From an optimization exercise on the open Yosys and OpenROAD flow, aimed at small area, a short achievable clock period and few clock cycles; shortcuts taken in it are not production practice. The RTL was checked by simulation tests, not by an equivalence proof against the original design. Power is estimated from default activity; no workload was simulated.

## run.sh

```bash
#!/bin/bash
# synth_recipe.tcl (not shown) runs the flow's synth.tcl, then flattens the netlist and writes it again
# the make line also repeats each setting of config.mk as NAME=value (left out here)
make -C /OpenROAD-flow-scripts/flow DESIGN_CONFIG=/design/flow/config.mk WORK_HOME=/design/flow/orfs CLKGATE_MAP_FILE= SYNTH_SCRIPT=/design/flow/synth_recipe.tcl finish
```

## config.mk

```make
export PLATFORM = sky130hd
export DESIGN_NAME = MIPS
export DESIGN_NICKNAME = MIPS
export VERILOG_FILES = /design/flow/design.v
export SDC_FILE = /design/flow/constraint.sdc
export NUM_CORES = 4
export LEC_CHECK = 0
export CAP_MARGIN = 20
export CORE_MARGIN = 2
export CORE_UTILIZATION = 40
export SLEW_MARGIN = 20
```

## constraint.sdc

```tcl
create_clock -name core_clock -period 12.0 [get_ports {CLK}]
set_input_delay 2.4000 -clock core_clock [delete_from_list [all_inputs] [get_ports {CLK}]]
set_output_delay 2.4000 -clock core_clock [all_outputs]
set_load 0.01 [all_outputs]
```

## design.v

```verilog
module MIPS (CLK, RST, SW, CS, WE, ADDR, Mem_Wdata, Mem_Rdata);
  input CLK;
  input RST;
  input [2:0] SW;
  output reg CS, WE;
  output reg [6:0] ADDR;
  output [31:0] Mem_Wdata;
  input [31:0] Mem_Rdata;
  parameter K = 4;           
  localparam NSTEP = 32 / K;
  reg [31:0] rf [0:31];
  reg [31:0] IR;
  reg [6:0]  pc;             
  reg        fetch;          
  reg [31:0] HI, LO, MA;
  reg [3:0]  mcnt;           
  wire [5:0] op = IR[31:26];
  wire [5:0] fn = IR[5:0];
  wire [4:0] rs = IR[25:21];
  wire [4:0] rt = IR[20:16];
  wire [4:0] rd = IR[15:11];
  wire [4:0] sh = IR[10:6];
  wire [31:0] imm = {{16{IR[15]}}, IR[15:0]};
  wire [31:0] rA0 = rf[rs];
  wire [31:0] rB0 = rf[rt];
  wire [31:0] A = {rA0[31:3], (rs == 5'd1) ? SW : rA0[2:0]};
  wire [31:0] B = {rB0[31:3], (rt == 5'd1) ? SW : rB0[2:0]};
  wire is_mem  = op[5];
  wire is_sw   = op[5] & op[3];
  wire is_lw   = op[5] & ~op[3];
  wire is_imm  = ~op[5] & op[3];
  wire is_br   = ~op[5] & ~op[3] & op[2];
  wire is_jmp  = ~op[5] & ~op[3] & ~op[2] & op[1];
  wire is_jal  = is_jmp & op[0];
  wire is_r    = ~op[5] & ~op[3] & ~op[2] & ~op[1];
  wire r_jr    = is_r & (fn == 6'b001000);
  wire r_mult  = is_r & (fn == 6'b011000);
  wire r_mfhi  = is_r & (fn == 6'b010000);
  wire r_mflo  = is_r & (fn == 6'b010010);
  wire r_rsdst = is_r & (fn == 6'b101111 || fn == 6'b110000);
  wire stall = (r_mfhi | r_mflo) & (mcnt != 4'd0);
  wire [31:0] Y = is_imm ? imm : B;
  wire do_sub = is_r & (fn == 6'b100010 || fn == 6'b101010 || fn == 6'b110010);
  wire do_b8  = is_r & (fn == 6'b101101);
  wire [31:0] Yx = Y ^ {32{do_sub}};
  wire [8:0] s0 = {1'b0, A[7:0]}   + {1'b0, Yx[7:0]}   + {8'd0, do_sub};
  wire c8  = s0[8] & ~do_b8;
  wire [8:0] s1 = {1'b0, A[15:8]}  + {1'b0, Yx[15:8]}  + {8'd0, c8};
  wire c16 = s1[8] & ~do_b8;
  wire [8:0] s2 = {1'b0, A[23:16]} + {1'b0, Yx[23:16]} + {8'd0, c16};
  wire c24 = s2[8] & ~do_b8;
  wire [8:0] s3 = {1'b0, A[31:24]} + {1'b0, Yx[31:24]} + {8'd0, c24};
  wire [31:0] sum = {s3[7:0], s2[7:0], s1[7:0], s0[7:0]};
  wire cout = s3[8];
  reg [31:0] res;
  integer i;
  always @(*) begin
    res = sum;
    if (is_imm) begin
      case (op[2:0])
        3'b100:  res = A & imm;
        3'b101:  res = A | imm;
        3'b111:  res = {IR[15:0], 16'd0};
        default: res = sum;
      endcase
    end else if (is_jal) begin
      res = {25'd0, pc + 7'd1};
    end else begin
      case (fn)
        6'b100100: res = A & B;
        6'b100101: res = A | B;
        6'b100110: res = A ^ B;
        6'b101010: res = {31'd0, ~cout};
        6'b000000: res = B << sh;
        6'b000010: res = B >> sh;
        6'b010000: res = HI;
        6'b010010: res = LO;
        6'b101111: for (i = 0; i < 32; i = i + 1) res[i] = B[31-i];
        6'b110000: res = {B[7:0], B[15:8], B[23:16], B[31:24]};
        6'b110001: res = cout ? 32'hFFFFFFFF : sum;
        6'b110010: res = cout ? sum : 32'd0;
        default:   res = sum;
      endcase
    end
  end
  wire regw = ~fetch & ~stall &
              (is_lw | is_imm | is_jal | (is_r & ~r_jr & ~r_mult));
  wire [4:0] dst = is_jal ? 5'd31 : (is_r ? (r_rsdst ? rs : rd) : rt);
  wire [31:0] wdata = is_lw ? Mem_Rdata : res;
  wire [6:0] pc1 = pc + 7'd1;
  wire taken = is_br & ((A == B) ^ op[0]);
  reg [6:0] npc;
  always @(*) begin
    if (taken)       npc = pc1 + IR[6:0];
    else if (is_jmp) npc = IR[6:0];
    else if (r_jr)   npc = A[6:0];
    else             npc = pc1;
  end
  wire [6:0] ea = A[6:0] + IR[6:0];
  assign Mem_Wdata = B;
  always @(*) begin
    CS = 1'b1; WE = 1'b0; ADDR = npc;
    if (fetch) ADDR = pc;
    else if (stall) CS = 1'b0;
    else if (is_mem) begin ADDR = ea; WE = is_sw; end
  end
  always @(posedge CLK) begin
    if (regw) rf[dst] <= wdata;
    if (RST) begin
      fetch <= 1'b1;
      pc <= 7'd0;
    end else if (fetch) begin
      fetch <= 1'b0;
    end else if (!stall) begin
      if (is_mem) begin
        fetch <= 1'b1;
        pc <= pc1;
      end else begin
        pc <= npc;
      end
    end
    if (fetch | (~stall & ~is_mem)) IR <= Mem_Rdata;
  end
  wire [32+K-1:0] pstep = {{K{1'b0}}, HI} + MA * LO[K-1:0];
  always @(posedge CLK) begin
    if (RST) begin
      mcnt <= 4'd0;
    end else if (~fetch & r_mult) begin
      mcnt <= NSTEP;
    end else if (mcnt != 4'd0) begin
      mcnt <= mcnt - 4'd1;
    end
    if (~fetch & r_mult) begin
      MA <= A;
      LO <= B;
      HI <= 32'd0;
    end else if (mcnt != 4'd0) begin
      HI <= pstep[32+K-1:K];
      LO <= {pstep[K-1:0], LO[31:K]};
    end
  end
endmodule
```

==> flow_summary.toml <==
[status]
status = "finished clean"

[finish]
drive_gt1_share_pct = 22.87
syn_to_final_growth_pct = 14.20
regArea_sq_mm = 0.03471
multi_input_area_sq_mm = 0.03126
fin_util_pct = 45.85
fillers = 14940
fin_nets = 5339

[pwr]
sw_frac_of_total_pct = 38.66
internal_power_mw = 10.55
combPwrFrac_pct = 44.7
pwr-share-seq_pct = 31.8
power_density_mw_per_mm2 = 222.2
clockPowerShare_pct = 23.6
p_switching_mw = 6.651
leakage_nw = 27.19
power_mw = 17.21
irDropWorstVdd_v = 0.0001885

[clock_tree]
cts_tree = "done"
cts.sinks = 1173
htree_levels = 4
clock_latency_ns = 0.82
clockRootBuffer = "clkbuf_16"
clk_path_buf_depth = 3
clkTransAtPathRegs_ns = 0.06
cts_buffers = 132
cts_hold_buf = 0

[sta]
slew_violations = 0
finalHoldViolCount = 0
max-slew-margin-rel_pct = 16.38
worst_slack_ns = 0.4534
max_freq_mhz = 86.61
period_needed_ns = 11.55
holdWs_ns = 0.4843
setup_viol = 0
skew_ns = 0.03848
period_share_pct = 96.22
rsz0062_at_grt = "false"
worst_pin_slew_ns = 1.254

[critical_path]
slowest_delay_ns = 0.52
cp_max_fo = 8
end_kind = "flip-flop"
worstSetupStartpoint = "SW[0]"
path_common_cell = "a21oi_2"
arrival_ns = 12.09
critPathRequiredTime_ns = 12.54
r2r_setup_slack_ns = 0.56
cp-start-kind = "input pin"
r2r_cells = 52
crit_slowest_cell = "clkdlybuf4s50_1"
worst_r2r_endpoint = "rf[12][2]$_DFFE_PP_"
crit_path_end = "rf[12][2]$_DFFE_PP_"
crit_type = "input pin to flip-flop"

[yosys]
synth_seq_cells = 1173
synthCells = 4848
syn_area_per_cell_sq_um = 13.99
ys_warn_count = 1
synth-edff-count = 1119
ys.flop_type = "edfxtp_1"
syn_nets = 5148
synth.top_cell.area_share_pct = 49.55
synth_area_leaders = "edfxtp_1, mux4_2, mux2i_1"
synth-async-reset-ratio_pct = 0
synth_common_cells = "edfxtp_1, mux4_2, nand2_1"
ys_seq_area_share_pct = 51.14
synth_top_cell_by_area = "edfxtp_1"
synth_cell_types = 97
yosysMostFrequentCell = "edfxtp_1"
netlist_area_sq_mm = 0.06782

[detailed_routing]
drc_errors = 0
vias = 49350
dr.pass1.iters = 6
drt_iter0_markers = 7267
wl_per_cell_microns = 37.69
vias_per_cell = 6.703
wirelength_microns = 277500
antenna_left = 0

[placed_design]
io_buffers = 77
hpwl_microns = 181200
gp_congestion = 1.126
dpl_worst_slack_ns = -1.155

[die]
fp.dieW_microns = 415.8
chipHeight_microns = 415.8
top_level_ports = 78
die-area_sq_mm = 0.1728
coreArea_sq_mm = 0.1689
start_util_pct = 40.15
row_count = 151

[global_routing]
use_met1_pct = 42.97
antenna_found_initial = 7
met3_usage_pct = 8.204
grt_pass1_wl_microns = 381900
grt_use_met2_pct = 47.64
grt_max_degree = 112
grt-busiest-layer = "met2"
track_usage_pct = 31.57
grt_pass1_vias = 48040
gr-total-overflow = 0

[job]
maxCapViolations = 0

[worst_hold_path]
min_path_type = "flip-flop to flip-flop"
==> critical path, delay by kind of cell <==
kind | cells | cell delay (ns)
AOI/OAI and AO/OA | 27 | 5.20
adders and majority gates | 7 | 2.16
buffers and inverters | 7 | 1.32
and+or+nand+nor | 10 | 0.77
muxes | 1 | 0.20
==> stage by stage <==
stage	cell area [sq um]	setup TNS [ns]	cells
floorplan	67820	0	4848
global placement	72920	-730.89	7111
detailed placement	72920	-798.05	7112
CTS	77190	0	7348
global route	77440	0	7359
finish	77450	0	7362
==> registers in the layout, indices dropped and copies added (netlist names), named ones only <==
register / count
HI: 32
IR: 31
LO: 32
MA: 32
fetch: 1
mcnt: 4
pc: 7
rf: 1024
==> power by group through the flow <==
stage | clock [mW] | combinational, mW | sequential (mW)
after CTS | 4.11 | 7.48 | 5.47
after detailed placement | 0 | 7.43 | 5.55
after global routing | 4.26 | 8.33 | 5.49
final | 4.05 | 7.68 | 5.47
after floorplan | 0 | 4.86 | 5.47
after global placement | 0 | 7.38 | 5.55
==> kinds of logic after synthesis <==
| logic type | Yosys count | synth area share, % |
|---|---|---|
| AO/OA/AOI/OAI | 956 | 9.445 |
| XOR/XNOR | 103 | 1.330 |
| adder cells (fa/ha/maj) | 272 | 6.092 |
| buffers and inverters | 533 | 3.627 |
| flip-flops | 1173 | 51.14 |
| multiplexers | 885 | 21.97 |
| AND/OR/NAND/NOR | 926 | 6.391 |
==> per-layer routing <==
layer	wire, microns	part of all wire [%]
met2	123300	44
met5	40	0.014
met4	13930	5.0
met1	109200	39
met3	30950	11
==> worst min-delay path by stage <==
| stage | start | end | slack, ns | depth (start not counted) |
|---|---|---|---|---|
| global placement | pc[4]$_SDFFE_PP0P_ | pc[4]$_SDFFE_PP0P_ | 0.46 | 2 |
| detailed placement | pc[4]$_SDFFE_PP0P_ | pc[4]$_SDFFE_PP0P_ | 0.47 | 2 |
| CTS | pc[4]$_SDFFE_PP0P_ | pc[4]$_SDFFE_PP0P_ | 0.48 | 2 |
| finish | pc[4]$_SDFFE_PP0P_ | pc[4]$_SDFFE_PP0P_ | 0.48 | 2 |
| floorplan | HI[2]$_SDFFE_PP0P_ | HI[2]$_SDFFE_PP0P_ | 0.44 | 2 |
| global route | pc[4]$_SDFFE_PP0P_ | pc[4]$_SDFFE_PP0P_ | 0.50 | 2 |
==> repair_timing <==
action                                  4_1_cts  5_1_grt
setup buffers                                 0        6
cloned                                        0        3
pin swaps                                     1       14
endpoints found under the setup margin      223     1024
gates resized for setup                       6       32
==> area by class of cell <==
class / instances / share of cell area [%]
Sequential cell: 1173 / 44.82
Inverter: 186 / 0.9015
Tap cell: 2218 / 3.583
Clock buffer: 153 / 4.422
Antenna cell: 3 / 0.009694
Clock inverter: 83 / 1.078
Timing Repair Buffer: 404 / 4.829
Multi-Input combinational cell: 3142 / 40.36
==> placed cells by master (no fill, tap or decap), types with 16 or more instances in the layout <==
master              n
xor2_1             46
a21oi_1           210
o21ai_2            18
xnor2_1            57
mux4_2            446
o21ai_0           157
clkdlybuf4s50_1    75
a31oi_1            16
a221oi_1           47
and3_1             25
nor2b_1            24
edfxtp_1         1119
mux2_2             56
a22oi_1           182
o22ai_1            20
buf_4             283
dfxtp_1            46
buf_12             38
nor2_4             34
nor2_1            155
clkbuf_1           19
inv_1             174
ha_1              161
clkinv_1           25
clkinv_2           26
fa_1               96
a21o_1             43
nand2_1           360
clkbuf_16         136
mux4_1             24
mux2i_1           357
a211oi_1           48
nor3_1             40
nor4_1             16
nand4_1            21
and2_1             49
nand2b_1           17
o21bai_1           18
nand3_1           114
o211ai_1           33
Testbench counts, summed over its fixed seeds: cycles 79,189.

[separate check: timing with driven ports]
The flow's constraints put no driver on any port. The routed layout listed below was extracted and timed again, unchanged, in two steps.
Step 1, drivers: a clkbuf_16 drives CLK and a buf_2 each remaining input, both assumed.
Step 2 times the ports against the registers' clock, not the clock port: input delays grow and output delays shrink by t, the midpoint of the rising clock arrivals with the driver on.
a / b / c = ideal ports / drivers / drivers and shift; a / b = the first two.
shift t [ns]: 0.879
setup slack, ns: 0.453 / 0.479 / -0.401
clock arrival spread, ns: 0.039 / 0.039
pins driven straight from the clock port: 1
With both steps, setup timing fails in this run, where it was met with ideal ports. For this run, drivers alone change the setup slack by +0.026 ns; drivers and shift together by -0.854 ns.
